Source: an optimization exercise on an open RTL-to-GDS flow (aim: small area and a short achievable clock period). Production flows keep margins and buffers that such runs may drop. No functional check of the RTL was part of any run shown here. Power is estimated from default activity; no workload was simulated.

File: design/flow/config.mk
export PLATFORM = sky130hd
export DESIGN_NAME = sqrt_16s
export DESIGN_NICKNAME = sqrt_16s
export VERILOG_FILES = /design/flow/design.v
export SDC_FILE = /design/flow/constraint.sdc
export NUM_CORES = 4
export LEC_CHECK = 0
export ABC_AREA = 1
export CAP_MARGIN = 20
export CORE_MARGIN = 2
export CORE_UTILIZATION = 40
export SETUP_SLACK_MARGIN = 1.1
export SLEW_MARGIN = 20
File: design/flow/constraint.sdc
create_clock -name core_clock -period 3.0 [get_ports {clk}]
set_input_delay 0.6000 -clock core_clock [delete_from_list [all_inputs] [get_ports {clk}]]
set_output_delay 0.6000 -clock core_clock [all_outputs]
set_load 0.01 [all_outputs]
File: design/flow/design.v
module sqrt_16s (
    input         clk,
    input  [15:0] data_i,
    input         vld_i,
    output [15:0] data_o,
    output        vld_o
);
    function [6:0] tbl3;
        input [5:0] v;
        case (v)
            6'd0: tbl3 = {3'd0, 4'd0};
            6'd1: tbl3 = {3'd1, 4'd0};
            6'd2: tbl3 = {3'd1, 4'd1};
            6'd3: tbl3 = {3'd1, 4'd2};
            6'd4: tbl3 = {3'd2, 4'd0};
            6'd5: tbl3 = {3'd2, 4'd1};
            6'd6: tbl3 = {3'd2, 4'd2};
            6'd7: tbl3 = {3'd2, 4'd3};
            6'd8: tbl3 = {3'd2, 4'd4};
            6'd9: tbl3 = {3'd3, 4'd0};
            6'd10: tbl3 = {3'd3, 4'd1};
            6'd11: tbl3 = {3'd3, 4'd2};
            6'd12: tbl3 = {3'd3, 4'd3};
            6'd13: tbl3 = {3'd3, 4'd4};
            6'd14: tbl3 = {3'd3, 4'd5};
            6'd15: tbl3 = {3'd3, 4'd6};
            6'd16: tbl3 = {3'd4, 4'd0};
            6'd17: tbl3 = {3'd4, 4'd1};
            6'd18: tbl3 = {3'd4, 4'd2};
            6'd19: tbl3 = {3'd4, 4'd3};
            6'd20: tbl3 = {3'd4, 4'd4};
            6'd21: tbl3 = {3'd4, 4'd5};
            6'd22: tbl3 = {3'd4, 4'd6};
            6'd23: tbl3 = {3'd4, 4'd7};
            6'd24: tbl3 = {3'd4, 4'd8};
            6'd25: tbl3 = {3'd5, 4'd0};
            6'd26: tbl3 = {3'd5, 4'd1};
            6'd27: tbl3 = {3'd5, 4'd2};
            6'd28: tbl3 = {3'd5, 4'd3};
            6'd29: tbl3 = {3'd5, 4'd4};
            6'd30: tbl3 = {3'd5, 4'd5};
            6'd31: tbl3 = {3'd5, 4'd6};
            6'd32: tbl3 = {3'd5, 4'd7};
            6'd33: tbl3 = {3'd5, 4'd8};
            6'd34: tbl3 = {3'd5, 4'd9};
            6'd35: tbl3 = {3'd5, 4'd10};
            6'd36: tbl3 = {3'd6, 4'd0};
            6'd37: tbl3 = {3'd6, 4'd1};
            6'd38: tbl3 = {3'd6, 4'd2};
            6'd39: tbl3 = {3'd6, 4'd3};
            6'd40: tbl3 = {3'd6, 4'd4};
            6'd41: tbl3 = {3'd6, 4'd5};
            6'd42: tbl3 = {3'd6, 4'd6};
            6'd43: tbl3 = {3'd6, 4'd7};
            6'd44: tbl3 = {3'd6, 4'd8};
            6'd45: tbl3 = {3'd6, 4'd9};
            6'd46: tbl3 = {3'd6, 4'd10};
            6'd47: tbl3 = {3'd6, 4'd11};
            6'd48: tbl3 = {3'd6, 4'd12};
            6'd49: tbl3 = {3'd7, 4'd0};
            6'd50: tbl3 = {3'd7, 4'd1};
            6'd51: tbl3 = {3'd7, 4'd2};
            6'd52: tbl3 = {3'd7, 4'd3};
            6'd53: tbl3 = {3'd7, 4'd4};
            6'd54: tbl3 = {3'd7, 4'd5};
            6'd55: tbl3 = {3'd7, 4'd6};
            6'd56: tbl3 = {3'd7, 4'd7};
            6'd57: tbl3 = {3'd7, 4'd8};
            6'd58: tbl3 = {3'd7, 4'd9};
            6'd59: tbl3 = {3'd7, 4'd10};
            6'd60: tbl3 = {3'd7, 4'd11};
            6'd61: tbl3 = {3'd7, 4'd12};
            6'd62: tbl3 = {3'd7, 4'd13};
            6'd63: tbl3 = {3'd7, 4'd14};
            default: tbl3 = 7'bx;
        endcase
    endfunction
    wire [6:0] t3 = tbl3(data_i[15:10]);
    wire [2:0] q3 = t3[6:4];
    wire [3:0] r3 = t3[3:0];
    wire [9:0] x3 = data_i[9:0];
    wire [5:0] a4 = {r3, x3[9:8]};
    wire [5:0] b4 = {1'b0, q3, 2'b01};
    wire [5:0] g4_0 = ~a4 & b4;
    wire [5:0] p4_0 = ~a4 | b4;
    wire g4_1_1 = g4_0[1] | (p4_0[1] & g4_0[0]);
    wire p4_1_1 = p4_0[1] & p4_0[0];
    wire g4_1_3 = g4_0[3] | (p4_0[3] & g4_0[2]);
    wire p4_1_3 = p4_0[3] & p4_0[2];
    wire g4_1_5 = g4_0[5] | (p4_0[5] & g4_0[4]);
    wire p4_1_5 = p4_0[5] & p4_0[4];
    wire g4_2_3 = g4_1_3 | (p4_1_3 & g4_1_1);
    wire p4_2_3 = p4_1_3 & p4_1_1;
    wire g4_5_5 = g4_1_5 | (p4_1_5 & g4_2_3);
    wire p4_5_5 = p4_1_5 & p4_2_3;
    wire g4_6_2 = g4_0[2] | (p4_0[2] & g4_1_1);
    wire p4_6_2 = p4_0[2] & p4_1_1;
    wire g4_6_4 = g4_0[4] | (p4_0[4] & g4_2_3);
    wire p4_6_4 = p4_0[4] & p4_2_3;
    wire s4 = g4_5_5;
    wire [4:0] c4 = {g4_2_3, g4_6_2, g4_1_1, g4_0[0], 1'b0};
    wire [4:0] r4 = a4[4:0] ^ ({5{~s4}} & (b4[4:0] ^ c4));
    wire [3:0] q4 = {q3, ~s4};
    wire [7:0] x4 = x3[7:0];
    reg  [3:0] q_r4;
    always @(posedge clk) q_r4 <= q4;
    reg  [4:0] nr_r4;
    always @(posedge clk) nr_r4 <= ~r4;
    reg  [7:0] x_r4;
    always @(posedge clk) x_r4 <= x4;
    reg  [0:0] v_r4;
    always @(posedge clk) v_r4 <= vld_i;
    wire [6:0] a5 = {(~nr_r4), x_r4[7:6]};
    wire [6:0] b5 = {1'b0, q_r4, 2'b01};
    wire [6:0] g5_0 = ~a5 & b5;
    wire [6:0] p5_0 = ~a5 | b5;
    wire g5_1_1 = g5_0[1] | (p5_0[1] & g5_0[0]);
    wire p5_1_1 = p5_0[1] & p5_0[0];
    wire g5_1_3 = g5_0[3] | (p5_0[3] & g5_0[2]);
    wire p5_1_3 = p5_0[3] & p5_0[2];
    wire g5_1_5 = g5_0[5] | (p5_0[5] & g5_0[4]);
    wire p5_1_5 = p5_0[5] & p5_0[4];
    wire g5_2_3 = g5_1_3 | (p5_1_3 & g5_1_1);
    wire p5_2_3 = p5_1_3 & p5_1_1;
    wire g5_5_5 = g5_1_5 | (p5_1_5 & g5_2_3);
    wire p5_5_5 = p5_1_5 & p5_2_3;
    wire g5_6_2 = g5_0[2] | (p5_0[2] & g5_1_1);
    wire p5_6_2 = p5_0[2] & p5_1_1;
    wire g5_6_4 = g5_0[4] | (p5_0[4] & g5_2_3);
    wire p5_6_4 = p5_0[4] & p5_2_3;
    wire g5_6_6 = g5_0[6] | (p5_0[6] & g5_5_5);
    wire p5_6_6 = p5_0[6] & p5_5_5;
    wire s5 = g5_6_6;
    wire [5:0] c5 = {g5_6_4, g5_2_3, g5_6_2, g5_1_1, g5_0[0], 1'b0};
    wire [5:0] r5 = a5[5:0] ^ ({6{~s5}} & (b5[5:0] ^ c5));
    wire [4:0] q5 = {q_r4, ~s5};
    wire [5:0] x5 = x_r4[5:0];
    reg  [4:0] q_r5;
    always @(posedge clk) q_r5 <= q5;
    reg  [5:0] nr_r5;
    always @(posedge clk) nr_r5 <= ~r5;
    reg  [5:0] x_r5;
    always @(posedge clk) x_r5 <= x5;
    reg  [0:0] v_r5;
    always @(posedge clk) v_r5 <= v_r4;
    wire [7:0] a6 = {(~nr_r5), x_r5[5:4]};
    wire [7:0] b6 = {1'b0, q_r5, 2'b01};
    wire [7:0] g6_0 = ~a6 & b6;
    wire [7:0] p6_0 = ~a6 | b6;
    wire g6_1_1 = g6_0[1] | (p6_0[1] & g6_0[0]);
    wire p6_1_1 = p6_0[1] & p6_0[0];
    wire g6_1_3 = g6_0[3] | (p6_0[3] & g6_0[2]);
    wire p6_1_3 = p6_0[3] & p6_0[2];
    wire g6_1_5 = g6_0[5] | (p6_0[5] & g6_0[4]);
    wire p6_1_5 = p6_0[5] & p6_0[4];
    wire g6_1_7 = g6_0[7] | (p6_0[7] & g6_0[6]);
    wire p6_1_7 = p6_0[7] & p6_0[6];
    wire g6_2_3 = g6_1_3 | (p6_1_3 & g6_1_1);
    wire p6_2_3 = p6_1_3 & p6_1_1;
    wire g6_2_7 = g6_1_7 | (p6_1_7 & g6_1_5);
    wire p6_2_7 = p6_1_7 & p6_1_5;
    wire g6_3_7 = g6_2_7 | (p6_2_7 & g6_2_3);
    wire p6_3_7 = p6_2_7 & p6_2_3;
    wire g6_5_5 = g6_1_5 | (p6_1_5 & g6_2_3);
    wire p6_5_5 = p6_1_5 & p6_2_3;
    wire g6_6_2 = g6_0[2] | (p6_0[2] & g6_1_1);
    wire p6_6_2 = p6_0[2] & p6_1_1;
    wire g6_6_4 = g6_0[4] | (p6_0[4] & g6_2_3);
    wire p6_6_4 = p6_0[4] & p6_2_3;
    wire g6_6_6 = g6_0[6] | (p6_0[6] & g6_5_5);
    wire p6_6_6 = p6_0[6] & p6_5_5;
    wire s6 = g6_3_7;
    wire [6:0] c6 = {g6_5_5, g6_6_4, g6_2_3, g6_6_2, g6_1_1, g6_0[0], 1'b0};
    wire [6:0] r6 = a6[6:0] ^ ({7{~s6}} & (b6[6:0] ^ c6));
    wire [5:0] q6 = {q_r5, ~s6};
    wire [3:0] x6 = x_r5[3:0];
    reg  [5:0] q_r6;
    always @(posedge clk) q_r6 <= q6;
    reg  [6:0] nr_r6;
    always @(posedge clk) nr_r6 <= ~r6;
    reg  [3:0] x_r6;
    always @(posedge clk) x_r6 <= x6;
    reg  [0:0] v_r6;
    always @(posedge clk) v_r6 <= v_r5;
    wire [8:0] a7 = {(~nr_r6), x_r6[3:2]};
    wire [8:0] b7 = {1'b0, q_r6, 2'b01};
    wire [8:0] g7_0 = ~a7 & b7;
    wire [8:0] p7_0 = ~a7 | b7;
    wire g7_1_1 = g7_0[1] | (p7_0[1] & g7_0[0]);
    wire p7_1_1 = p7_0[1] & p7_0[0];
    wire g7_1_3 = g7_0[3] | (p7_0[3] & g7_0[2]);
    wire p7_1_3 = p7_0[3] & p7_0[2];
    wire g7_1_5 = g7_0[5] | (p7_0[5] & g7_0[4]);
    wire p7_1_5 = p7_0[5] & p7_0[4];
    wire g7_1_7 = g7_0[7] | (p7_0[7] & g7_0[6]);
    wire p7_1_7 = p7_0[7] & p7_0[6];
    wire g7_2_3 = g7_1_3 | (p7_1_3 & g7_1_1);
    wire p7_2_3 = p7_1_3 & p7_1_1;
    wire g7_2_7 = g7_1_7 | (p7_1_7 & g7_1_5);
    wire p7_2_7 = p7_1_7 & p7_1_5;
    wire g7_3_7 = g7_2_7 | (p7_2_7 & g7_2_3);
    wire p7_3_7 = p7_2_7 & p7_2_3;
    wire g7_7_5 = g7_1_5 | (p7_1_5 & g7_2_3);
    wire p7_7_5 = p7_1_5 & p7_2_3;
    wire g7_8_2 = g7_0[2] | (p7_0[2] & g7_1_1);
    wire p7_8_2 = p7_0[2] & p7_1_1;
    wire g7_8_4 = g7_0[4] | (p7_0[4] & g7_2_3);
    wire p7_8_4 = p7_0[4] & p7_2_3;
    wire g7_8_6 = g7_0[6] | (p7_0[6] & g7_7_5);
    wire p7_8_6 = p7_0[6] & p7_7_5;
    wire g7_8_8 = g7_0[8] | (p7_0[8] & g7_3_7);
    wire p7_8_8 = p7_0[8] & p7_3_7;
    wire s7 = g7_8_8;
    wire [7:0] c7 = {g7_8_6, g7_7_5, g7_8_4, g7_2_3, g7_8_2, g7_1_1, g7_0[0], 1'b0};
    wire [7:0] r7 = a7[7:0] ^ ({8{~s7}} & (b7[7:0] ^ c7));
    wire [6:0] q7 = {q_r6, ~s7};
    wire [1:0] x7 = x_r6[1:0];
    reg  [6:0] q_r7;
    always @(posedge clk) q_r7 <= q7;
    reg  [7:0] nr_r7;
    always @(posedge clk) nr_r7 <= ~r7;
    reg  [1:0] x_r7;
    always @(posedge clk) x_r7 <= x7;
    reg  [0:0] v_r7;
    always @(posedge clk) v_r7 <= v_r6;
    wire [9:0] a8 = {(~nr_r7), x_r7[1:0]};
    wire [9:0] b8 = {1'b0, q_r7, 2'b01};
    wire [9:0] g8_0 = ~a8 & b8;
    wire [9:0] p8_0 = ~a8 | b8;
    wire g8_1_1 = g8_0[1] | (p8_0[1] & g8_0[0]);
    wire p8_1_1 = p8_0[1] & p8_0[0];
    wire g8_1_3 = g8_0[3] | (p8_0[3] & g8_0[2]);
    wire p8_1_3 = p8_0[3] & p8_0[2];
    wire g8_1_5 = g8_0[5] | (p8_0[5] & g8_0[4]);
    wire p8_1_5 = p8_0[5] & p8_0[4];
    wire g8_1_7 = g8_0[7] | (p8_0[7] & g8_0[6]);
    wire p8_1_7 = p8_0[7] & p8_0[6];
    wire g8_1_9 = g8_0[9] | (p8_0[9] & g8_0[8]);
    wire p8_1_9 = p8_0[9] & p8_0[8];
    wire g8_2_3 = g8_1_3 | (p8_1_3 & g8_1_1);
    wire p8_2_3 = p8_1_3 & p8_1_1;
    wire g8_2_7 = g8_1_7 | (p8_1_7 & g8_1_5);
    wire p8_2_7 = p8_1_7 & p8_1_5;
    wire g8_3_7 = g8_2_7 | (p8_2_7 & g8_2_3);
    wire p8_3_7 = p8_2_7 & p8_2_3;
    wire g8_7_5 = g8_1_5 | (p8_1_5 & g8_2_3);
    wire p8_7_5 = p8_1_5 & p8_2_3;
    wire g8_7_9 = g8_1_9 | (p8_1_9 & g8_3_7);
    wire p8_7_9 = p8_1_9 & p8_3_7;
    wire g8_8_2 = g8_0[2] | (p8_0[2] & g8_1_1);
    wire p8_8_2 = p8_0[2] & p8_1_1;
    wire g8_8_4 = g8_0[4] | (p8_0[4] & g8_2_3);
    wire p8_8_4 = p8_0[4] & p8_2_3;
    wire g8_8_6 = g8_0[6] | (p8_0[6] & g8_7_5);
    wire p8_8_6 = p8_0[6] & p8_7_5;
    wire g8_8_8 = g8_0[8] | (p8_0[8] & g8_3_7);
    wire p8_8_8 = p8_0[8] & p8_3_7;
    wire s8 = g8_7_9;
    wire [8:0] c8 = {g8_3_7, g8_8_6, g8_7_5, g8_8_4, g8_2_3, g8_8_2, g8_1_1, g8_0[0], 1'b0};
    wire [8:0] r8 = a8[8:0] ^ ({9{~s8}} & (b8[8:0] ^ c8));
    wire [7:0] q8 = {q_r7, ~s8};
    reg  [7:0] q_r8;
    always @(posedge clk) q_r8 <= q8;
    reg  [8:0] nr_r8;
    always @(posedge clk) nr_r8 <= ~r8;
    reg  [0:0] v_r8;
    always @(posedge clk) v_r8 <= v_r7;
    wire [10:0] a9 = {(~nr_r8), 2'b00};
    wire [10:0] b9 = {1'b0, q_r8, 2'b01};
    wire [10:0] g9_0 = ~a9 & b9;
    wire [10:0] p9_0 = ~a9 | b9;
    wire g9_1_1 = g9_0[1] | (p9_0[1] & g9_0[0]);
    wire p9_1_1 = p9_0[1] & p9_0[0];
    wire g9_1_3 = g9_0[3] | (p9_0[3] & g9_0[2]);
    wire p9_1_3 = p9_0[3] & p9_0[2];
    wire g9_1_5 = g9_0[5] | (p9_0[5] & g9_0[4]);
    wire p9_1_5 = p9_0[5] & p9_0[4];
    wire g9_1_7 = g9_0[7] | (p9_0[7] & g9_0[6]);
    wire p9_1_7 = p9_0[7] & p9_0[6];
    wire g9_1_9 = g9_0[9] | (p9_0[9] & g9_0[8]);
    wire p9_1_9 = p9_0[9] & p9_0[8];
    wire g9_2_3 = g9_1_3 | (p9_1_3 & g9_1_1);
    wire p9_2_3 = p9_1_3 & p9_1_1;
    wire g9_2_7 = g9_1_7 | (p9_1_7 & g9_1_5);
    wire p9_2_7 = p9_1_7 & p9_1_5;
    wire g9_3_7 = g9_2_7 | (p9_2_7 & g9_2_3);
    wire p9_3_7 = p9_2_7 & p9_2_3;
    wire g9_7_5 = g9_1_5 | (p9_1_5 & g9_2_3);
    wire p9_7_5 = p9_1_5 & p9_2_3;
    wire g9_7_9 = g9_1_9 | (p9_1_9 & g9_3_7);
    wire p9_7_9 = p9_1_9 & p9_3_7;
    wire g9_8_2 = g9_0[2] | (p9_0[2] & g9_1_1);
    wire p9_8_2 = p9_0[2] & p9_1_1;
    wire g9_8_4 = g9_0[4] | (p9_0[4] & g9_2_3);
    wire p9_8_4 = p9_0[4] & p9_2_3;
    wire g9_8_6 = g9_0[6] | (p9_0[6] & g9_7_5);
    wire p9_8_6 = p9_0[6] & p9_7_5;
    wire g9_8_8 = g9_0[8] | (p9_0[8] & g9_3_7);
    wire p9_8_8 = p9_0[8] & p9_3_7;
    wire g9_8_10 = g9_0[10] | (p9_0[10] & g9_7_9);
    wire p9_8_10 = p9_0[10] & p9_7_9;
    wire s9 = g9_8_10;
    wire [9:0] c9 = {g9_8_8, g9_3_7, g9_8_6, g9_7_5, g9_8_4, g9_2_3, g9_8_2, g9_1_1, g9_0[0], 1'b0};
    wire [9:0] r9 = a9[9:0] ^ ({10{~s9}} & (b9[9:0] ^ c9));
    wire [8:0] q9 = {q_r8, ~s9};
    reg  [8:0] q_r9;
    always @(posedge clk) q_r9 <= q9;
    reg  [9:0] nr_r9;
    always @(posedge clk) nr_r9 <= ~r9;
    reg  [0:0] v_r9;
    always @(posedge clk) v_r9 <= v_r8;
    wire [11:0] a10 = {(~nr_r9), 2'b00};
    wire [11:0] b10 = {1'b0, q_r9, 2'b01};
    wire [11:0] g10_0 = ~a10 & b10;
    wire [11:0] p10_0 = ~a10 | b10;
    wire g10_1_1 = g10_0[1] | (p10_0[1] & g10_0[0]);
    wire p10_1_1 = p10_0[1] & p10_0[0];
    wire g10_1_3 = g10_0[3] | (p10_0[3] & g10_0[2]);
    wire p10_1_3 = p10_0[3] & p10_0[2];
    wire g10_1_5 = g10_0[5] | (p10_0[5] & g10_0[4]);
    wire p10_1_5 = p10_0[5] & p10_0[4];
    wire g10_1_7 = g10_0[7] | (p10_0[7] & g10_0[6]);
    wire p10_1_7 = p10_0[7] & p10_0[6];
    wire g10_1_9 = g10_0[9] | (p10_0[9] & g10_0[8]);
    wire p10_1_9 = p10_0[9] & p10_0[8];
    wire g10_1_11 = g10_0[11] | (p10_0[11] & g10_0[10]);
    wire p10_1_11 = p10_0[11] & p10_0[10];
    wire g10_2_3 = g10_1_3 | (p10_1_3 & g10_1_1);
    wire p10_2_3 = p10_1_3 & p10_1_1;
    wire g10_2_7 = g10_1_7 | (p10_1_7 & g10_1_5);
    wire p10_2_7 = p10_1_7 & p10_1_5;
    wire g10_2_11 = g10_1_11 | (p10_1_11 & g10_1_9);
    wire p10_2_11 = p10_1_11 & p10_1_9;
    wire g10_3_7 = g10_2_7 | (p10_2_7 & g10_2_3);
    wire p10_3_7 = p10_2_7 & p10_2_3;
    wire g10_6_11 = g10_2_11 | (p10_2_11 & g10_3_7);
    wire p10_6_11 = p10_2_11 & p10_3_7;
    wire g10_7_5 = g10_1_5 | (p10_1_5 & g10_2_3);
    wire p10_7_5 = p10_1_5 & p10_2_3;
    wire g10_7_9 = g10_1_9 | (p10_1_9 & g10_3_7);
    wire p10_7_9 = p10_1_9 & p10_3_7;
    wire g10_8_2 = g10_0[2] | (p10_0[2] & g10_1_1);
    wire p10_8_2 = p10_0[2] & p10_1_1;
    wire g10_8_4 = g10_0[4] | (p10_0[4] & g10_2_3);
    wire p10_8_4 = p10_0[4] & p10_2_3;
    wire g10_8_6 = g10_0[6] | (p10_0[6] & g10_7_5);
    wire p10_8_6 = p10_0[6] & p10_7_5;
    wire g10_8_8 = g10_0[8] | (p10_0[8] & g10_3_7);
    wire p10_8_8 = p10_0[8] & p10_3_7;
    wire g10_8_10 = g10_0[10] | (p10_0[10] & g10_7_9);
    wire p10_8_10 = p10_0[10] & p10_7_9;
    wire s10 = g10_6_11;
    wire [10:0] c10 = {g10_7_9, g10_8_8, g10_3_7, g10_8_6, g10_7_5, g10_8_4, g10_2_3, g10_8_2, g10_1_1, g10_0[0], 1'b0};
    wire [10:0] r10 = a10[10:0] ^ ({11{~s10}} & (b10[10:0] ^ c10));
    wire [9:0] q10 = {q_r9, ~s10};
    reg  [9:0] q_r10;
    always @(posedge clk) q_r10 <= q10;
    reg  [10:0] nr_r10;
    always @(posedge clk) nr_r10 <= ~r10;
    reg  [0:0] v_r10;
    always @(posedge clk) v_r10 <= v_r9;
    wire [12:0] a11 = {(~nr_r10), 2'b00};
    wire [12:0] b11 = {1'b0, q_r10, 2'b01};
    wire [12:0] g11_0 = ~a11 & b11;
    wire [12:0] p11_0 = ~a11 | b11;
    wire g11_1_1 = g11_0[1] | (p11_0[1] & g11_0[0]);
    wire p11_1_1 = p11_0[1] & p11_0[0];
    wire g11_1_3 = g11_0[3] | (p11_0[3] & g11_0[2]);
    wire p11_1_3 = p11_0[3] & p11_0[2];
    wire g11_1_5 = g11_0[5] | (p11_0[5] & g11_0[4]);
    wire p11_1_5 = p11_0[5] & p11_0[4];
    wire g11_1_7 = g11_0[7] | (p11_0[7] & g11_0[6]);
    wire p11_1_7 = p11_0[7] & p11_0[6];
    wire g11_1_9 = g11_0[9] | (p11_0[9] & g11_0[8]);
    wire p11_1_9 = p11_0[9] & p11_0[8];
    wire g11_1_11 = g11_0[11] | (p11_0[11] & g11_0[10]);
    wire p11_1_11 = p11_0[11] & p11_0[10];
    wire g11_2_3 = g11_1_3 | (p11_1_3 & g11_1_1);
    wire p11_2_3 = p11_1_3 & p11_1_1;
    wire g11_2_7 = g11_1_7 | (p11_1_7 & g11_1_5);
    wire p11_2_7 = p11_1_7 & p11_1_5;
    wire g11_2_11 = g11_1_11 | (p11_1_11 & g11_1_9);
    wire p11_2_11 = p11_1_11 & p11_1_9;
    wire g11_3_7 = g11_2_7 | (p11_2_7 & g11_2_3);
    wire p11_3_7 = p11_2_7 & p11_2_3;
    wire g11_6_11 = g11_2_11 | (p11_2_11 & g11_3_7);
    wire p11_6_11 = p11_2_11 & p11_3_7;
    wire g11_7_5 = g11_1_5 | (p11_1_5 & g11_2_3);
    wire p11_7_5 = p11_1_5 & p11_2_3;
    wire g11_7_9 = g11_1_9 | (p11_1_9 & g11_3_7);
    wire p11_7_9 = p11_1_9 & p11_3_7;
    wire g11_8_2 = g11_0[2] | (p11_0[2] & g11_1_1);
    wire p11_8_2 = p11_0[2] & p11_1_1;
    wire g11_8_4 = g11_0[4] | (p11_0[4] & g11_2_3);
    wire p11_8_4 = p11_0[4] & p11_2_3;
    wire g11_8_6 = g11_0[6] | (p11_0[6] & g11_7_5);
    wire p11_8_6 = p11_0[6] & p11_7_5;
    wire g11_8_8 = g11_0[8] | (p11_0[8] & g11_3_7);
    wire p11_8_8 = p11_0[8] & p11_3_7;
    wire g11_8_10 = g11_0[10] | (p11_0[10] & g11_7_9);
    wire p11_8_10 = p11_0[10] & p11_7_9;
    wire g11_8_12 = g11_0[12] | (p11_0[12] & g11_6_11);
    wire p11_8_12 = p11_0[12] & p11_6_11;
    wire s11 = g11_8_12;
    wire [11:0] c11 = {g11_8_10, g11_7_9, g11_8_8, g11_3_7, g11_8_6, g11_7_5, g11_8_4, g11_2_3, g11_8_2, g11_1_1, g11_0[0], 1'b0};
    wire [11:0] r11 = a11[11:0] ^ ({12{~s11}} & (b11[11:0] ^ c11));
    wire [10:0] q11 = {q_r10, ~s11};
    reg  [10:0] q_r11;
    always @(posedge clk) q_r11 <= q11;
    reg  [11:0] nr_r11;
    always @(posedge clk) nr_r11 <= ~r11;
    reg  [0:0] v_r11;
    always @(posedge clk) v_r11 <= v_r10;
    wire [13:0] a12 = {(~nr_r11), 2'b00};
    wire [13:0] b12 = {1'b0, q_r11, 2'b01};
    wire [13:0] g12_0 = ~a12 & b12;
    wire [13:0] p12_0 = ~a12 | b12;
    wire g12_1_1 = g12_0[1] | (p12_0[1] & g12_0[0]);
    wire p12_1_1 = p12_0[1] & p12_0[0];
    wire g12_1_3 = g12_0[3] | (p12_0[3] & g12_0[2]);
    wire p12_1_3 = p12_0[3] & p12_0[2];
    wire g12_1_5 = g12_0[5] | (p12_0[5] & g12_0[4]);
    wire p12_1_5 = p12_0[5] & p12_0[4];
    wire g12_1_7 = g12_0[7] | (p12_0[7] & g12_0[6]);
    wire p12_1_7 = p12_0[7] & p12_0[6];
    wire g12_1_9 = g12_0[9] | (p12_0[9] & g12_0[8]);
    wire p12_1_9 = p12_0[9] & p12_0[8];
    wire g12_1_11 = g12_0[11] | (p12_0[11] & g12_0[10]);
    wire p12_1_11 = p12_0[11] & p12_0[10];
    wire g12_1_13 = g12_0[13] | (p12_0[13] & g12_0[12]);
    wire p12_1_13 = p12_0[13] & p12_0[12];
    wire g12_2_3 = g12_1_3 | (p12_1_3 & g12_1_1);
    wire p12_2_3 = p12_1_3 & p12_1_1;
    wire g12_2_7 = g12_1_7 | (p12_1_7 & g12_1_5);
    wire p12_2_7 = p12_1_7 & p12_1_5;
    wire g12_2_11 = g12_1_11 | (p12_1_11 & g12_1_9);
    wire p12_2_11 = p12_1_11 & p12_1_9;
    wire g12_3_7 = g12_2_7 | (p12_2_7 & g12_2_3);
    wire p12_3_7 = p12_2_7 & p12_2_3;
    wire g12_6_11 = g12_2_11 | (p12_2_11 & g12_3_7);
    wire p12_6_11 = p12_2_11 & p12_3_7;
    wire g12_7_5 = g12_1_5 | (p12_1_5 & g12_2_3);
    wire p12_7_5 = p12_1_5 & p12_2_3;
    wire g12_7_9 = g12_1_9 | (p12_1_9 & g12_3_7);
    wire p12_7_9 = p12_1_9 & p12_3_7;
    wire g12_7_13 = g12_1_13 | (p12_1_13 & g12_6_11);
    wire p12_7_13 = p12_1_13 & p12_6_11;
    wire g12_8_2 = g12_0[2] | (p12_0[2] & g12_1_1);
    wire p12_8_2 = p12_0[2] & p12_1_1;
    wire g12_8_4 = g12_0[4] | (p12_0[4] & g12_2_3);
    wire p12_8_4 = p12_0[4] & p12_2_3;
    wire g12_8_6 = g12_0[6] | (p12_0[6] & g12_7_5);
    wire p12_8_6 = p12_0[6] & p12_7_5;
    wire g12_8_8 = g12_0[8] | (p12_0[8] & g12_3_7);
    wire p12_8_8 = p12_0[8] & p12_3_7;
    wire g12_8_10 = g12_0[10] | (p12_0[10] & g12_7_9);
    wire p12_8_10 = p12_0[10] & p12_7_9;
    wire g12_8_12 = g12_0[12] | (p12_0[12] & g12_6_11);
    wire p12_8_12 = p12_0[12] & p12_6_11;
    wire s12 = g12_7_13;
    wire [12:0] c12 = {g12_6_11, g12_8_10, g12_7_9, g12_8_8, g12_3_7, g12_8_6, g12_7_5, g12_8_4, g12_2_3, g12_8_2, g12_1_1, g12_0[0], 1'b0};
    wire [12:0] r12 = a12[12:0] ^ ({13{~s12}} & (b12[12:0] ^ c12));
    wire [11:0] q12 = {q_r11, ~s12};
    reg  [11:0] q_r12;
    always @(posedge clk) q_r12 <= q12;
    reg  [12:0] nr_r12;
    always @(posedge clk) nr_r12 <= ~r12;
    reg  [0:0] v_r12;
    always @(posedge clk) v_r12 <= v_r11;
    wire [14:0] a13 = {(~nr_r12), 2'b00};
    wire [14:0] b13 = {1'b0, q_r12, 2'b01};
    wire [14:0] g13_0 = ~a13 & b13;
    wire [14:0] p13_0 = ~a13 | b13;
    wire g13_1_1 = g13_0[1] | (p13_0[1] & g13_0[0]);
    wire p13_1_1 = p13_0[1] & p13_0[0];
    wire g13_1_3 = g13_0[3] | (p13_0[3] & g13_0[2]);
    wire p13_1_3 = p13_0[3] & p13_0[2];
    wire g13_1_5 = g13_0[5] | (p13_0[5] & g13_0[4]);
    wire p13_1_5 = p13_0[5] & p13_0[4];
    wire g13_1_7 = g13_0[7] | (p13_0[7] & g13_0[6]);
    wire p13_1_7 = p13_0[7] & p13_0[6];
    wire g13_1_9 = g13_0[9] | (p13_0[9] & g13_0[8]);
    wire p13_1_9 = p13_0[9] & p13_0[8];
    wire g13_1_11 = g13_0[11] | (p13_0[11] & g13_0[10]);
    wire p13_1_11 = p13_0[11] & p13_0[10];
    wire g13_1_13 = g13_0[13] | (p13_0[13] & g13_0[12]);
    wire p13_1_13 = p13_0[13] & p13_0[12];
    wire g13_2_3 = g13_1_3 | (p13_1_3 & g13_1_1);
    wire p13_2_3 = p13_1_3 & p13_1_1;
    wire g13_2_7 = g13_1_7 | (p13_1_7 & g13_1_5);
    wire p13_2_7 = p13_1_7 & p13_1_5;
    wire g13_2_11 = g13_1_11 | (p13_1_11 & g13_1_9);
    wire p13_2_11 = p13_1_11 & p13_1_9;
    wire g13_3_7 = g13_2_7 | (p13_2_7 & g13_2_3);
    wire p13_3_7 = p13_2_7 & p13_2_3;
    wire g13_6_11 = g13_2_11 | (p13_2_11 & g13_3_7);
    wire p13_6_11 = p13_2_11 & p13_3_7;
    wire g13_7_5 = g13_1_5 | (p13_1_5 & g13_2_3);
    wire p13_7_5 = p13_1_5 & p13_2_3;
    wire g13_7_9 = g13_1_9 | (p13_1_9 & g13_3_7);
    wire p13_7_9 = p13_1_9 & p13_3_7;
    wire g13_7_13 = g13_1_13 | (p13_1_13 & g13_6_11);
    wire p13_7_13 = p13_1_13 & p13_6_11;
    wire g13_8_2 = g13_0[2] | (p13_0[2] & g13_1_1);
    wire p13_8_2 = p13_0[2] & p13_1_1;
    wire g13_8_4 = g13_0[4] | (p13_0[4] & g13_2_3);
    wire p13_8_4 = p13_0[4] & p13_2_3;
    wire g13_8_6 = g13_0[6] | (p13_0[6] & g13_7_5);
    wire p13_8_6 = p13_0[6] & p13_7_5;
    wire g13_8_8 = g13_0[8] | (p13_0[8] & g13_3_7);
    wire p13_8_8 = p13_0[8] & p13_3_7;
    wire g13_8_10 = g13_0[10] | (p13_0[10] & g13_7_9);
    wire p13_8_10 = p13_0[10] & p13_7_9;
    wire g13_8_12 = g13_0[12] | (p13_0[12] & g13_6_11);
    wire p13_8_12 = p13_0[12] & p13_6_11;
    wire g13_8_14 = g13_0[14] | (p13_0[14] & g13_7_13);
    wire p13_8_14 = p13_0[14] & p13_7_13;
    wire s13 = g13_8_14;
    wire [13:0] c13 = {g13_8_12, g13_6_11, g13_8_10, g13_7_9, g13_8_8, g13_3_7, g13_8_6, g13_7_5, g13_8_4, g13_2_3, g13_8_2, g13_1_1, g13_0[0], 1'b0};
    wire [13:0] r13 = a13[13:0] ^ ({14{~s13}} & (b13[13:0] ^ c13));
    wire [12:0] q13 = {q_r12, ~s13};
    reg  [12:0] q_r13;
    always @(posedge clk) q_r13 <= q13;
    reg  [13:0] nr_r13;
    always @(posedge clk) nr_r13 <= ~r13;
    reg  [0:0] v_r13;
    always @(posedge clk) v_r13 <= v_r12;
    wire [15:0] a14 = {(~nr_r13), 2'b00};
    wire [15:0] b14 = {1'b0, q_r13, 2'b01};
    wire [15:0] g14_0 = ~a14 & b14;
    wire [15:0] p14_0 = ~a14 | b14;
    wire g14_1_1 = g14_0[1] | (p14_0[1] & g14_0[0]);
    wire p14_1_1 = p14_0[1] & p14_0[0];
    wire g14_1_3 = g14_0[3] | (p14_0[3] & g14_0[2]);
    wire p14_1_3 = p14_0[3] & p14_0[2];
    wire g14_1_5 = g14_0[5] | (p14_0[5] & g14_0[4]);
    wire p14_1_5 = p14_0[5] & p14_0[4];
    wire g14_1_7 = g14_0[7] | (p14_0[7] & g14_0[6]);
    wire p14_1_7 = p14_0[7] & p14_0[6];
    wire g14_1_9 = g14_0[9] | (p14_0[9] & g14_0[8]);
    wire p14_1_9 = p14_0[9] & p14_0[8];
    wire g14_1_11 = g14_0[11] | (p14_0[11] & g14_0[10]);
    wire p14_1_11 = p14_0[11] & p14_0[10];
    wire g14_1_13 = g14_0[13] | (p14_0[13] & g14_0[12]);
    wire p14_1_13 = p14_0[13] & p14_0[12];
    wire g14_1_15 = g14_0[15] | (p14_0[15] & g14_0[14]);
    wire p14_1_15 = p14_0[15] & p14_0[14];
    wire g14_2_3 = g14_1_3 | (p14_1_3 & g14_1_1);
    wire p14_2_3 = p14_1_3 & p14_1_1;
    wire g14_2_7 = g14_1_7 | (p14_1_7 & g14_1_5);
    wire p14_2_7 = p14_1_7 & p14_1_5;
    wire g14_2_11 = g14_1_11 | (p14_1_11 & g14_1_9);
    wire p14_2_11 = p14_1_11 & p14_1_9;
    wire g14_2_15 = g14_1_15 | (p14_1_15 & g14_1_13);
    wire p14_2_15 = p14_1_15 & p14_1_13;
    wire g14_3_7 = g14_2_7 | (p14_2_7 & g14_2_3);
    wire p14_3_7 = p14_2_7 & p14_2_3;
    wire g14_3_15 = g14_2_15 | (p14_2_15 & g14_2_11);
    wire p14_3_15 = p14_2_15 & p14_2_11;
    wire g14_4_15 = g14_3_15 | (p14_3_15 & g14_3_7);
    wire p14_4_15 = p14_3_15 & p14_3_7;
    wire g14_6_11 = g14_2_11 | (p14_2_11 & g14_3_7);
    wire p14_6_11 = p14_2_11 & p14_3_7;
    wire g14_7_5 = g14_1_5 | (p14_1_5 & g14_2_3);
    wire p14_7_5 = p14_1_5 & p14_2_3;
    wire g14_7_9 = g14_1_9 | (p14_1_9 & g14_3_7);
    wire p14_7_9 = p14_1_9 & p14_3_7;
    wire g14_7_13 = g14_1_13 | (p14_1_13 & g14_6_11);
    wire p14_7_13 = p14_1_13 & p14_6_11;
    wire g14_8_2 = g14_0[2] | (p14_0[2] & g14_1_1);
    wire p14_8_2 = p14_0[2] & p14_1_1;
    wire g14_8_4 = g14_0[4] | (p14_0[4] & g14_2_3);
    wire p14_8_4 = p14_0[4] & p14_2_3;
    wire g14_8_6 = g14_0[6] | (p14_0[6] & g14_7_5);
    wire p14_8_6 = p14_0[6] & p14_7_5;
    wire g14_8_8 = g14_0[8] | (p14_0[8] & g14_3_7);
    wire p14_8_8 = p14_0[8] & p14_3_7;
    wire g14_8_10 = g14_0[10] | (p14_0[10] & g14_7_9);
    wire p14_8_10 = p14_0[10] & p14_7_9;
    wire g14_8_12 = g14_0[12] | (p14_0[12] & g14_6_11);
    wire p14_8_12 = p14_0[12] & p14_6_11;
    wire g14_8_14 = g14_0[14] | (p14_0[14] & g14_7_13);
    wire p14_8_14 = p14_0[14] & p14_7_13;
    wire s14 = g14_4_15;
    wire [14:0] c14 = {g14_7_13, g14_8_12, g14_6_11, g14_8_10, g14_7_9, g14_8_8, g14_3_7, g14_8_6, g14_7_5, g14_8_4, g14_2_3, g14_8_2, g14_1_1, g14_0[0], 1'b0};
    wire [14:0] r14 = a14[14:0] ^ ({15{~s14}} & (b14[14:0] ^ c14));
    wire [13:0] q14 = {q_r13, ~s14};
    reg  [13:0] q_r14;
    always @(posedge clk) q_r14 <= q14;
    reg  [14:0] nr_r14;
    always @(posedge clk) nr_r14 <= ~r14;
    reg  [0:0] v_r14;
    always @(posedge clk) v_r14 <= v_r13;
    wire [16:0] a15 = {(~nr_r14), 2'b00};
    wire [16:0] b15 = {1'b0, q_r14, 2'b01};
    wire [16:0] g15_0 = ~a15 & b15;
    wire [16:0] p15_0 = ~a15 | b15;
    wire g15_1_1 = g15_0[1] | (p15_0[1] & g15_0[0]);
    wire p15_1_1 = p15_0[1] & p15_0[0];
    wire g15_1_3 = g15_0[3] | (p15_0[3] & g15_0[2]);
    wire p15_1_3 = p15_0[3] & p15_0[2];
    wire g15_1_5 = g15_0[5] | (p15_0[5] & g15_0[4]);
    wire p15_1_5 = p15_0[5] & p15_0[4];
    wire g15_1_7 = g15_0[7] | (p15_0[7] & g15_0[6]);
    wire p15_1_7 = p15_0[7] & p15_0[6];
    wire g15_1_9 = g15_0[9] | (p15_0[9] & g15_0[8]);
    wire p15_1_9 = p15_0[9] & p15_0[8];
    wire g15_1_11 = g15_0[11] | (p15_0[11] & g15_0[10]);
    wire p15_1_11 = p15_0[11] & p15_0[10];
    wire g15_1_13 = g15_0[13] | (p15_0[13] & g15_0[12]);
    wire p15_1_13 = p15_0[13] & p15_0[12];
    wire g15_1_15 = g15_0[15] | (p15_0[15] & g15_0[14]);
    wire p15_1_15 = p15_0[15] & p15_0[14];
    wire g15_2_3 = g15_1_3 | (p15_1_3 & g15_1_1);
    wire p15_2_3 = p15_1_3 & p15_1_1;
    wire g15_2_7 = g15_1_7 | (p15_1_7 & g15_1_5);
    wire p15_2_7 = p15_1_7 & p15_1_5;
    wire g15_2_11 = g15_1_11 | (p15_1_11 & g15_1_9);
    wire p15_2_11 = p15_1_11 & p15_1_9;
    wire g15_2_15 = g15_1_15 | (p15_1_15 & g15_1_13);
    wire p15_2_15 = p15_1_15 & p15_1_13;
    wire g15_3_7 = g15_2_7 | (p15_2_7 & g15_2_3);
    wire p15_3_7 = p15_2_7 & p15_2_3;
    wire g15_3_15 = g15_2_15 | (p15_2_15 & g15_2_11);
    wire p15_3_15 = p15_2_15 & p15_2_11;
    wire g15_4_15 = g15_3_15 | (p15_3_15 & g15_3_7);
    wire p15_4_15 = p15_3_15 & p15_3_7;
    wire g15_8_11 = g15_2_11 | (p15_2_11 & g15_3_7);
    wire p15_8_11 = p15_2_11 & p15_3_7;
    wire g15_9_5 = g15_1_5 | (p15_1_5 & g15_2_3);
    wire p15_9_5 = p15_1_5 & p15_2_3;
    wire g15_9_9 = g15_1_9 | (p15_1_9 & g15_3_7);
    wire p15_9_9 = p15_1_9 & p15_3_7;
    wire g15_9_13 = g15_1_13 | (p15_1_13 & g15_8_11);
    wire p15_9_13 = p15_1_13 & p15_8_11;
    wire g15_10_2 = g15_0[2] | (p15_0[2] & g15_1_1);
    wire p15_10_2 = p15_0[2] & p15_1_1;
    wire g15_10_4 = g15_0[4] | (p15_0[4] & g15_2_3);
    wire p15_10_4 = p15_0[4] & p15_2_3;
    wire g15_10_6 = g15_0[6] | (p15_0[6] & g15_9_5);
    wire p15_10_6 = p15_0[6] & p15_9_5;
    wire g15_10_8 = g15_0[8] | (p15_0[8] & g15_3_7);
    wire p15_10_8 = p15_0[8] & p15_3_7;
    wire g15_10_10 = g15_0[10] | (p15_0[10] & g15_9_9);
    wire p15_10_10 = p15_0[10] & p15_9_9;
    wire g15_10_12 = g15_0[12] | (p15_0[12] & g15_8_11);
    wire p15_10_12 = p15_0[12] & p15_8_11;
    wire g15_10_14 = g15_0[14] | (p15_0[14] & g15_9_13);
    wire p15_10_14 = p15_0[14] & p15_9_13;
    wire g15_10_16 = g15_0[16] | (p15_0[16] & g15_4_15);
    wire p15_10_16 = p15_0[16] & p15_4_15;
    wire s15 = g15_10_16;
    wire [15:0] c15 = {g15_10_14, g15_9_13, g15_10_12, g15_8_11, g15_10_10, g15_9_9, g15_10_8, g15_3_7, g15_10_6, g15_9_5, g15_10_4, g15_2_3, g15_10_2, g15_1_1, g15_0[0], 1'b0};
    wire [15:0] r15 = a15[15:0] ^ ({16{~s15}} & (b15[15:0] ^ c15));
    wire [14:0] q15 = {q_r14, ~s15};
    reg  [14:0] q_r15;
    always @(posedge clk) q_r15 <= q15;
    reg  [15:0] nr_r15;
    always @(posedge clk) nr_r15 <= ~r15;
    reg  [0:0] v_r15;
    always @(posedge clk) v_r15 <= v_r14;
    wire [17:0] a16 = {(~nr_r15), 2'b00};
    wire [17:0] b16 = {1'b0, q_r15, 2'b01};
    wire [17:0] g16_0 = ~a16 & b16;
    wire [17:0] p16_0 = ~a16 | b16;
    wire g16_1_1 = g16_0[1] | (p16_0[1] & g16_0[0]);
    wire p16_1_1 = p16_0[1] & p16_0[0];
    wire g16_1_3 = g16_0[3] | (p16_0[3] & g16_0[2]);
    wire p16_1_3 = p16_0[3] & p16_0[2];
    wire g16_1_5 = g16_0[5] | (p16_0[5] & g16_0[4]);
    wire p16_1_5 = p16_0[5] & p16_0[4];
    wire g16_1_7 = g16_0[7] | (p16_0[7] & g16_0[6]);
    wire p16_1_7 = p16_0[7] & p16_0[6];
    wire g16_1_9 = g16_0[9] | (p16_0[9] & g16_0[8]);
    wire p16_1_9 = p16_0[9] & p16_0[8];
    wire g16_1_11 = g16_0[11] | (p16_0[11] & g16_0[10]);
    wire p16_1_11 = p16_0[11] & p16_0[10];
    wire g16_1_13 = g16_0[13] | (p16_0[13] & g16_0[12]);
    wire p16_1_13 = p16_0[13] & p16_0[12];
    wire g16_1_15 = g16_0[15] | (p16_0[15] & g16_0[14]);
    wire p16_1_15 = p16_0[15] & p16_0[14];
    wire g16_1_17 = g16_0[17] | (p16_0[17] & g16_0[16]);
    wire p16_1_17 = p16_0[17] & p16_0[16];
    wire g16_2_3 = g16_1_3 | (p16_1_3 & g16_1_1);
    wire p16_2_3 = p16_1_3 & p16_1_1;
    wire g16_2_7 = g16_1_7 | (p16_1_7 & g16_1_5);
    wire p16_2_7 = p16_1_7 & p16_1_5;
    wire g16_2_11 = g16_1_11 | (p16_1_11 & g16_1_9);
    wire p16_2_11 = p16_1_11 & p16_1_9;
    wire g16_2_15 = g16_1_15 | (p16_1_15 & g16_1_13);
    wire p16_2_15 = p16_1_15 & p16_1_13;
    wire g16_3_7 = g16_2_7 | (p16_2_7 & g16_2_3);
    wire p16_3_7 = p16_2_7 & p16_2_3;
    wire g16_3_15 = g16_2_15 | (p16_2_15 & g16_2_11);
    wire p16_3_15 = p16_2_15 & p16_2_11;
    wire g16_4_15 = g16_3_15 | (p16_3_15 & g16_3_7);
    wire p16_4_15 = p16_3_15 & p16_3_7;
    wire g16_8_11 = g16_2_11 | (p16_2_11 & g16_3_7);
    wire p16_8_11 = p16_2_11 & p16_3_7;
    wire g16_9_5 = g16_1_5 | (p16_1_5 & g16_2_3);
    wire p16_9_5 = p16_1_5 & p16_2_3;
    wire g16_9_9 = g16_1_9 | (p16_1_9 & g16_3_7);
    wire p16_9_9 = p16_1_9 & p16_3_7;
    wire g16_9_13 = g16_1_13 | (p16_1_13 & g16_8_11);
    wire p16_9_13 = p16_1_13 & p16_8_11;
    wire g16_9_17 = g16_1_17 | (p16_1_17 & g16_4_15);
    wire p16_9_17 = p16_1_17 & p16_4_15;
    wire g16_10_2 = g16_0[2] | (p16_0[2] & g16_1_1);
    wire p16_10_2 = p16_0[2] & p16_1_1;
    wire g16_10_4 = g16_0[4] | (p16_0[4] & g16_2_3);
    wire p16_10_4 = p16_0[4] & p16_2_3;
    wire g16_10_6 = g16_0[6] | (p16_0[6] & g16_9_5);
    wire p16_10_6 = p16_0[6] & p16_9_5;
    wire g16_10_8 = g16_0[8] | (p16_0[8] & g16_3_7);
    wire p16_10_8 = p16_0[8] & p16_3_7;
    wire g16_10_10 = g16_0[10] | (p16_0[10] & g16_9_9);
    wire p16_10_10 = p16_0[10] & p16_9_9;
    wire g16_10_12 = g16_0[12] | (p16_0[12] & g16_8_11);
    wire p16_10_12 = p16_0[12] & p16_8_11;
    wire g16_10_14 = g16_0[14] | (p16_0[14] & g16_9_13);
    wire p16_10_14 = p16_0[14] & p16_9_13;
    wire g16_10_16 = g16_0[16] | (p16_0[16] & g16_4_15);
    wire p16_10_16 = p16_0[16] & p16_4_15;
    wire s16 = g16_9_17;
    wire [15:0] q16 = {q_r15, ~s16};
    reg  [15:0] q_r16;
    always @(posedge clk) q_r16 <= q16;
    reg  [0:0] v_r16;
    always @(posedge clk) v_r16 <= v_r15;
    assign data_o = q_r16;
    assign vld_o  = v_r16;
endmodule
File: design/flow/flow/run.sh
#!/bin/bash
# The standard layout (standard.sh: ORFS from synthesis to the final layout) with:
#  - ADDER_MAP_FILE empty: Yosys does not extract full/half-adder cells, so ABC maps
#    all the logic itself (the registers are the same as in the standard synthesis);
#  - buf_2 cells as the input and output port buffers;
#  - a clock tree of clkbuf_8 cells without dummy loads.
# Everything ORFS prints goes to standard.log in this folder; each step's own log stays
# under orfs/logs/.
bash standard.sh \
  "ADDER_MAP_FILE=" \
  "BUFFER_PORTS_ARGS=-buffer_cell sky130_fd_sc_hd__buf_2" \
  "CTS_ARGS=-sink_clustering_enable -repair_clock_nets -dont_use_dummy_load -buf_list sky130_fd_sc_hd__clkbuf_8 -sink_clustering_size 14 -sink_clustering_max_diameter 50" \
  finish > standard.log 2>&1
File: design/flow/standard.sh
#!/bin/bash
# synth_recipe.tcl (not shown) runs the flow's synth.tcl, then flattens the netlist and writes it again
# the make line also repeats each setting of config.mk as NAME=value (left out here)
make -C /OpenROAD-flow-scripts/flow DESIGN_CONFIG=/design/flow/config.mk WORK_HOME=/design/flow/orfs CLKGATE_MAP_FILE= SYNTH_SCRIPT=/design/flow/synth_recipe.tcl "${@:-finish}"
==> flow_metrics.py, run 1 <==
metrics = {
    "synth": {
        "yosys-top-cells-area": "dfxtp_1, nand2_1, xor2_1, inv_1, nor2_1",
        "yosys-top-cells-count": "nand2_1, dfxtp_1, inv_1",
        "synth_most_common_cell": "nand2_1",
        "ys.flop_type": "dfxtp_1",
        "synth.ff_latch_count": 282,
        "synth_edf_count": 0,
        "synth.avg_cell_area_um2": 8.106,
        "synth.top_cell.area_share": 0.5043,
        "yosys_warnings": 1,
        "yosysSeqAreaShare": 0.5043,
        "synth_nets": 1399,
        "async_reset_ff_frac": 0,
        "synth.distinct_cells": 45,
        "yosysTopAreaCell": "dfxtp_1",
        "netlist_area_mm2": 0.01119,
        "syn_inst": 1381,
    },
    "timing": {
        "fin_crit_ns": 1.747,
        "final-hold-violation-count": 0,
        "rsz0062_at_grt": "true",
        "worst_slew_pin_slew_ns": 0.3532,
        "finalSetupViolCount": 0,
        "drv_slew": 0,
        "fin_crit_sh": 0.5822,
        "skew_ns": 0.04748,
        "layout_setup_ws_ns": 1.253,
        "fmax_ghz": 0.5726,
        "holdWs_ns": 0.1493,
        "maxSlewHeadroom": 0.7624,
        "setup-tns-final_ns": 0,
    },
    "global_routing": {
        "grt_max_degree": 25,
        "grt-ovfl-total": 0,
        "grt_pass1_vias": 7752,
        "antenna_found_initial": 0,
        "track_usage": 0.1255,
        "grt_pass1_wl_um": 31360,
    },
    "critical_path": {
        "cp.required_ns": 3.52,
        "worstSetupStartpointType": "flop",
        "cp_max_fo": 7,
        "r2r-end": "nr_r14[3]$_DFF_P_",
        "crit_end": "nr_r14[3]$_DFF_P_",
        "end_kind": "flop",
        "ff2ff_path_depth": 9,
        "crit_path_start": "q_r13[11]$_DFF_P_",
        "reg2reg_slack_ns": 1.25,
        "cp.arrival_ns": 2.26,
        "r2r_start": "q_r13[11]$_DFF_P_",
        "path_class": "reg2reg",
    },
    "final_layout": {
        "drive_above_1_share": 0.1066,
        "n_antenna_cell": 0,
        "finish.utilization": 0.4445,
        "fin_cells": 1822,
        "area_growth_pct": 10.00,
        "finalNetCount": 1464,
    },
    "floorplanning": {
        "rows": 61,
        "io_pins": 35,
        "start_util": 0.4041,
        "fp.dieW_um": 171.3,
        "die_area_mm2": 0.02934,
        "chipHeight_um": 171.3,
        "coreArea_mm2": 0.02771,
    },
    "clock_network": {
        "cts_tree": "built",
        "clock_sinks": 282,
        "cts.path.max_buffers": 3,
        "hold_buffers": 0,
        "cts-root-buf": "clkbuf_8",
        "cts_made_buffers": 29,
        "clk_pin_slew_ns": 0.09,
        "clk_latency_ns": 0.57,
        "htree_levels": 1,
    },
    "run_status": {
        "status": "no timing/DRC/antenna violations",
    },
    "route": {
        "drt_iter0_markers": 343,
        "routed_wl_um": 17490,
        "first_pass_iters": 5,
        "vias_per_cell": 4.546,
        "ant_nets": 0,
        "drc": 0,
        "wl_per_cell_um": 9.599,
        "num_vias": 8283,
    },
    "worst_hold_path": {
        "worstHoldPathCells": 1,
        "holdCritPathClass": "in2reg",
    },
    "power": {
        "clockPowerShare": 0.126,
        "swShare": 0.4057,
        "p_sw_mw": 6.390,
        "power.density_mw_per_mm2": 1279,
        "p_leak_nw": 5.917,
        "seqPwrFrac": 0.408,
        "peakVddDrop_v": 0.0004735,
        "p_int_mw": 9.359,
        "pwr-share-comb": 0.465,
    },
    "place": {
        "io_buffers": 34,
        "pre_cts_slack_ns": 0.8391,
        "dpl.hpwl_um": 13100,
        "gp_congestion": 0.8190,
        "dpl.cell_count": 1786,
    },
    "job": {
        "drv_cap": 0,
    },
}
-- routing by layer --
metal	GRT usage	wire length, um	up-vias
met2	0.2428	8906	96
met1	0.1335	7459	3656
met4	0.04974	580	0
met5	0	0	-
met3	0.02255	543	47
li1	-	-	4484
-- area by class of cell --
cell class | instances | area (um^2)
timing repair buffer | 41 | 235.2
inverter | 146 | 553.0
multi-input combinational | 946 | 5004
sequential | 282 | 5650
tap | 378 | 473.0
clock buffer | 29 | 399.1
fill | 2728 | 15390
-- flip-flops by register name, indices dropped and copies added (netlist names), 12 cells and up --
name    count
nr_r12     12
nr_r13     13
nr_r14     14
nr_r15     15
q_r12      12
q_r13      13
q_r14      14
q_r15      15
q_r16      16
-- placed cells by master, fill, tap and decap left out, types with 21 or more instances in the layout --
| cell type | netlist | layout |
|---|---|---|
| or2_2 | 21 | 21 |
| nand2_1 | 347 | 342 |
| a21oi_1 | 52 | 51 |
| inv_1 | 139 | 138 |
| buf_2 | 2 | 34 |
| xor2_1 | 78 | 78 |
| xnor2_1 | 50 | 50 |
| clkbuf_8 | 0 | 29 |
| nor2_1 | 134 | 132 |
| o21ai_0 | 58 | 55 |
| dfxtp_1 | 282 | 278 |
| nand3_1 | 91 | 89 |
-- cells by family after synthesis --
kind of cell,Yosys count,synth area share
flops,282,0.5043
compound gates,157,0.08305
xor+xnor,128,0.1001
simple gates,660,0.2571
buf+inv,153,0.05454
fa+ha+maj,1,0.0008942
-- critical path, cell delays in order, from the launching register on --
cell and delay, ns:
dfxtp_1 0.34, nor2_1 0.15, nor2_1 0.05, a21oi_1 0.20
o21ai_0 0.15, nor2_1 0.21, nand2_4 0.13, or2_4 0.26
nand2_2 0.06, xor2_1 0.13
-- stage by stage --
| stage | total power [mW] | instance area (um^2) |
|---|---|---|
| final | 15.75 | 12310 |
| after global placement | 13.41 | 11780 |
| after detailed placement | 13.60 | 11780 |
| after global routing | 17.48 | 12310 |
| after floorplan | 12.29 | 11190 |
| after CTS | 15.74 | 12210 |
-- power by group through the flow --
stage | combinational [mW] | clock [mW] | sequential [mW]
floorplan | 6.01 | 0 | 6.29
global placement | 6.93 | 0 | 6.48
detailed placement | 7.09 | 0 | 6.51
CTS | 7.22 | 2.10 | 6.42
global route | 8.56 | 2.24 | 6.68
finish | 7.33 | 1.99 | 6.43
-- worst min path at each step --
stage	startpoint	to	slack [ns]
floorplan	v_r9$_DFF_P_	v_r10$_DFF_P_	0.31
CTS	data_i[7]	x_r4[7]$_DFF_P_	0.11
detailed placement	x_r5[3]$_DFF_P_	x_r6[3]$_DFF_P_	0.31
global route	data_i[6]	x_r4[6]$_DFF_P_	0.10
global placement	x_r5[1]$_DFF_P_	x_r6[1]$_DFF_P_	0.31
finish	data_i[7]	x_r4[7]$_DFF_P_	0.15
-- timing repair --
item / CTS / global route
setup buffers: 3 / 4
pin swaps: 2 / 5
setup endpoints to repair: 18 / 87
resized for setup: 0 / 26
endpoints found under the hold margin: 0 / 0
==> inputs of run 2 (changes only) <==
--- a/design/flow/config.mk
+++ b/design/flow/config.mk
@@ -9,5 +9,5 @@
 export CAP_MARGIN = 20
 export CORE_MARGIN = 2
 export CORE_UTILIZATION = 40
-export SETUP_SLACK_MARGIN = 1.1
+export SETUP_SLACK_MARGIN = 1.2
 export SLEW_MARGIN = 20
==> run 2 against run 1 <==
Effect of this change:
- still clean on timing, DRC and antenna
- utilization increased by 1.6 points
- synthesized cell count unchanged
- clock skew down 0.0023 ns
- register-to-register slack about the same
- flip-flop and latch count stayed put
- non-clock buffer count rose by 18
- first-iteration DRC count decreased by 36%
- area after synthesis did not move
- routed wire length up 8.7%
- sequential share of layout area fell by 1.4 points
- final cell count is 1.3% higher
==> flow_metrics.py, run 2 <==
metrics = {
    "run_status": {
        "status": "no timing/DRC/antenna violations",
    },
    "global_routing": {
        "track_usage": 0.1276,
        "grt_pass1_wl_um": 31660,
        "grt_pass1_vias": 7720,
        "grt_max_degree": 25,
        "grt-ovfl-total": 0,
        "antenna_found_initial": 0,
    },
    "clock_network": {
        "hold_buffers": 0,
        "clk_pin_slew_ns": 0.08,
        "cts_made_buffers": 30,
        "cts_tree": "built",
        "cts-root-buf": "clkbuf_8",
        "cts.path.max_buffers": 3,
        "htree_levels": 1,
        "clock_sinks": 282,
        "clk_latency_ns": 0.57,
    },
    "final_layout": {
        "final_cell_mix": "nand2_1, dfxtp_1, inv_1",
        "largest_register": "q_r16",
        "area_growth_pct": 14.05,
        "finish.utilization": 0.4608,
        "n_antenna_cell": 0,
        "n_fill_cell": 2711,
        "drive_above_1_share": 0.1614,
        "top_regs": "q_r16 x16, nr_r15 x15, q_r15 x15",
        "finalNetCount": 1488,
        "final_common_cell": "nand2_1",
        "largest_register_ffs": 16,
        "fin_cells": 1846,
    },
    "critical_path": {
        "worstSetupStartpointType": "flop",
        "end_kind": "flop",
        "r2r_start": "q_r8[2]$_DFF_P_",
        "path_class": "reg2reg",
        "cp.required_ns": 3.44,
        "cp.arrival_ns": 2.17,
        "cp_max_fo": 5,
        "crit_path_start": "q_r8[2]$_DFF_P_",
        "cp_cell_sequence": "nor2_1 > nor2_1 > nand2_1 > o211ai_1 > buf_4 > buf_4 > o21bai_1 > xor2_1 > nor2_1 > nand2_1 > nand2_1",
        "critPathSlowestCell": "dfxtp_1",
        "slowest_delay_ns": 0.36,
    },
    "synth": {
        "async_reset_ff_frac": 0,
        "yosys_warnings": 1,
        "synth_nets": 1399,
        "synth.top_cell.area_share": 0.5043,
        "synth.ff_latch_count": 282,
        "ys.flop_type": "dfxtp_1",
        "yosysSeqAreaShare": 0.5043,
        "netlist_area_mm2": 0.01119,
        "synth_most_common_cell": "nand2_1",
        "synth_edf_count": 0,
        "synth.distinct_cells": 45,
        "synth.avg_cell_area_um2": 8.106,
        "syn_inst": 1381,
        "yosys-top-cells-area": "dfxtp_1, nand2_1, xor2_1, inv_1, nor2_1",
        "yosysTopAreaCell": "dfxtp_1",
        "yosys-top-cells-count": "nand2_1, dfxtp_1, inv_1",
    },
    "floorplanning": {
        "fp.dieW_um": 171.3,
        "io_pins": 35,
        "die_area_mm2": 0.02934,
        "chipHeight_um": 171.3,
        "rows": 61,
        "coreArea_mm2": 0.02771,
        "start_util": 0.4041,
    },
    "timing": {
        "holdWs_ns": 0.1384,
        "fin_crit_sh": 0.5781,
        "final-hold-violation-count": 0,
        "rsz0062_at_grt": "true",
        "fmax_ghz": 0.5766,
        "setup-tns-final_ns": 0,
        "layout_setup_ws_ns": 1.266,
        "worst_slew_pin_slew_ns": 0.6525,
        "skew_ns": 0.04514,
        "maxSlewHeadroom": 0.5644,
        "fin_crit_ns": 1.734,
        "drv_slew": 0,
        "finalSetupViolCount": 0,
    },
    "job": {
        "drv_cap": 0,
    },
    "place": {
        "io_buffers": 34,
        "pre_cts_slack_ns": 0.8233,
        "gp_congestion": 0.8094,
        "dpl.cell_count": 1786,
        "dpl.hpwl_um": 13350,
    },
    "route": {
        "wl_per_cell_um": 10.30,
        "num_vias": 8478,
        "ant_nets": 0,
        "vias_per_cell": 4.593,
        "drc": 0,
        "first_pass_iters": 4,
        "routed_wl_um": 19020,
        "drt_iter0_markers": 218,
    },
    "worst_hold_path": {
        "hp-start": "data_i[2]",
        "holdCritPathClass": "in2reg",
    },
    "power": {
        "power.density_mw_per_mm2": 1310,
        "peakVddDrop_v": 0.0004801,
        "p_leak_nw": 6.078,
    },
}
==> run 2: cell count changes in the layout (fill, tap and decap cells not counted), moves of 8 or more <==
cell	previous run	this run
nor2_1	132	121
buf_4	6	23
dfxtp_1	278	256
nor2_2	5	14
dfxtp_2	4	24
nand2_1	342	331
nand2_4	5	13
==> run 2: metal layers <==
layer	wire (um)	track usage
met2	10330	0.2542
met5	0	0
met3	587	0.02508
met4	584	0.04643
met1	7517	0.1300
==> run 2: worst max-delay path, delay by kind of cell, from the launching register on <==
kind | cells | cell delay (ns)
and+or+nand+nor | 6 | 0.50
DFF | 1 | 0.36
buffers and inverters | 2 | 0.30
AOI/OAI and AO/OA | 2 | 0.28
xor gates and xnor gates | 1 | 0.19
==> run 2: final cells by class <==
class | count | area [um^2] | area share
Timing Repair Buffer | 59 | 387.9 | 0.03038
Multi-Input combinational cell | 950 | 5250 | 0.4112
Timing Repair inverter | 1 | 7.507 | 0.0005880
Inverter | 146 | 553.0 | 0.04332
Tap cell | 378 | 473.0 | 0.03704
Clock buffer | 30 | 412.9 | 0.03234
Sequential cell | 282 | 5683 | 0.4451
==> run 2: repair_timing <==
action | 4_1_cts | 5_1_grt
endpoints found under the setup margin | 50 | 97
setup buffers | 5 | 19
pin swaps | 5 | 30
gates cloned | 1 | 5
resized for setup | 11 | 93
==> run 2: through the flow <==
step | total power, mW | area [um^2]
3_5_place_dp | 13.61 | 11800
6_report | 16.72 | 12770
4_1_cts | 15.91 | 12300
3_3_place_gp | 13.42 | 11800
5_1_grt | 18.41 | 12770
2_1_floorplan | 12.30 | 11220
==> run 2: report_power, final <==
part	internal [mW]	total [mW]	switching, mW	leakage [nW]
clock network	0.881	2.02	1.14	0.216
registers	5.37	6.55	1.18	2.38
logic	3.61	8.15	4.54	3.49
==> run 2: path summary, 6_finish.rpt <==
path	slack (ns)	endpoint	depth (start not counted)
max	1.27	nr_r9[7]$_DFF_P_	11
min	0.14	x_r4[2]$_DFF_P_	1
max reg2reg	1.27	nr_r9[7]$_DFF_P_	11
min reg2reg	0.28	x_r6[1]$_DFF_P_	0
==> run 2: cells by family (layout without fill, tap and decap cells) <==
family | Yosys count | count (layout) | share of synthesized area
AOI/OAI and AO/OA | 157 | 157 | 0.08305
and+or+nand+nor | 660 | 664 | 0.2571
adders and majority gates | 1 | 1 | 0.0008942
DFF | 282 | 282 | 0.5043
buffers and inverters | 153 | 236 | 0.05454
xor gates and xnor gates | 128 | 128 | 0.1001

re-timing with driven ports:
In the flow no input, the clock included, has a driving cell. The finished layouts below were timed again as built, in two steps.
Step 1, drivers: a clkbuf_16 drives clk and a buf_2 each remaining input, both assumed.
Step 2 adds t to the input delays and takes it off the output delays; t is the mean of the earliest and latest rising clock arrival at the registers after step 1. Input paths then give back, and output paths get back, about the clock's delay inside the block.
Three values: ideal, step 1, step 2; two values: the first two.
run | t (ns) | slack for setup (ns) | worst setup path after step 2 | latest minus earliest clock arrival (ns) | worst register clock-pin slew, ns
run 1 | 0.585 | 1.253 / 1.253 / 0.837 | input to register | 0.078 / 0.078 | 0.09 / 0.09
run 2 | 0.589 | 1.266 / 1.266 / 0.826 | input to register | 0.058 / 0.058 | 0.08 / 0.08
After both steps setup and hold are still met in every run listed. The setup slack of run 2, which loses most, moves by 0.000 ns with the drivers and by -0.440 ns with both steps.
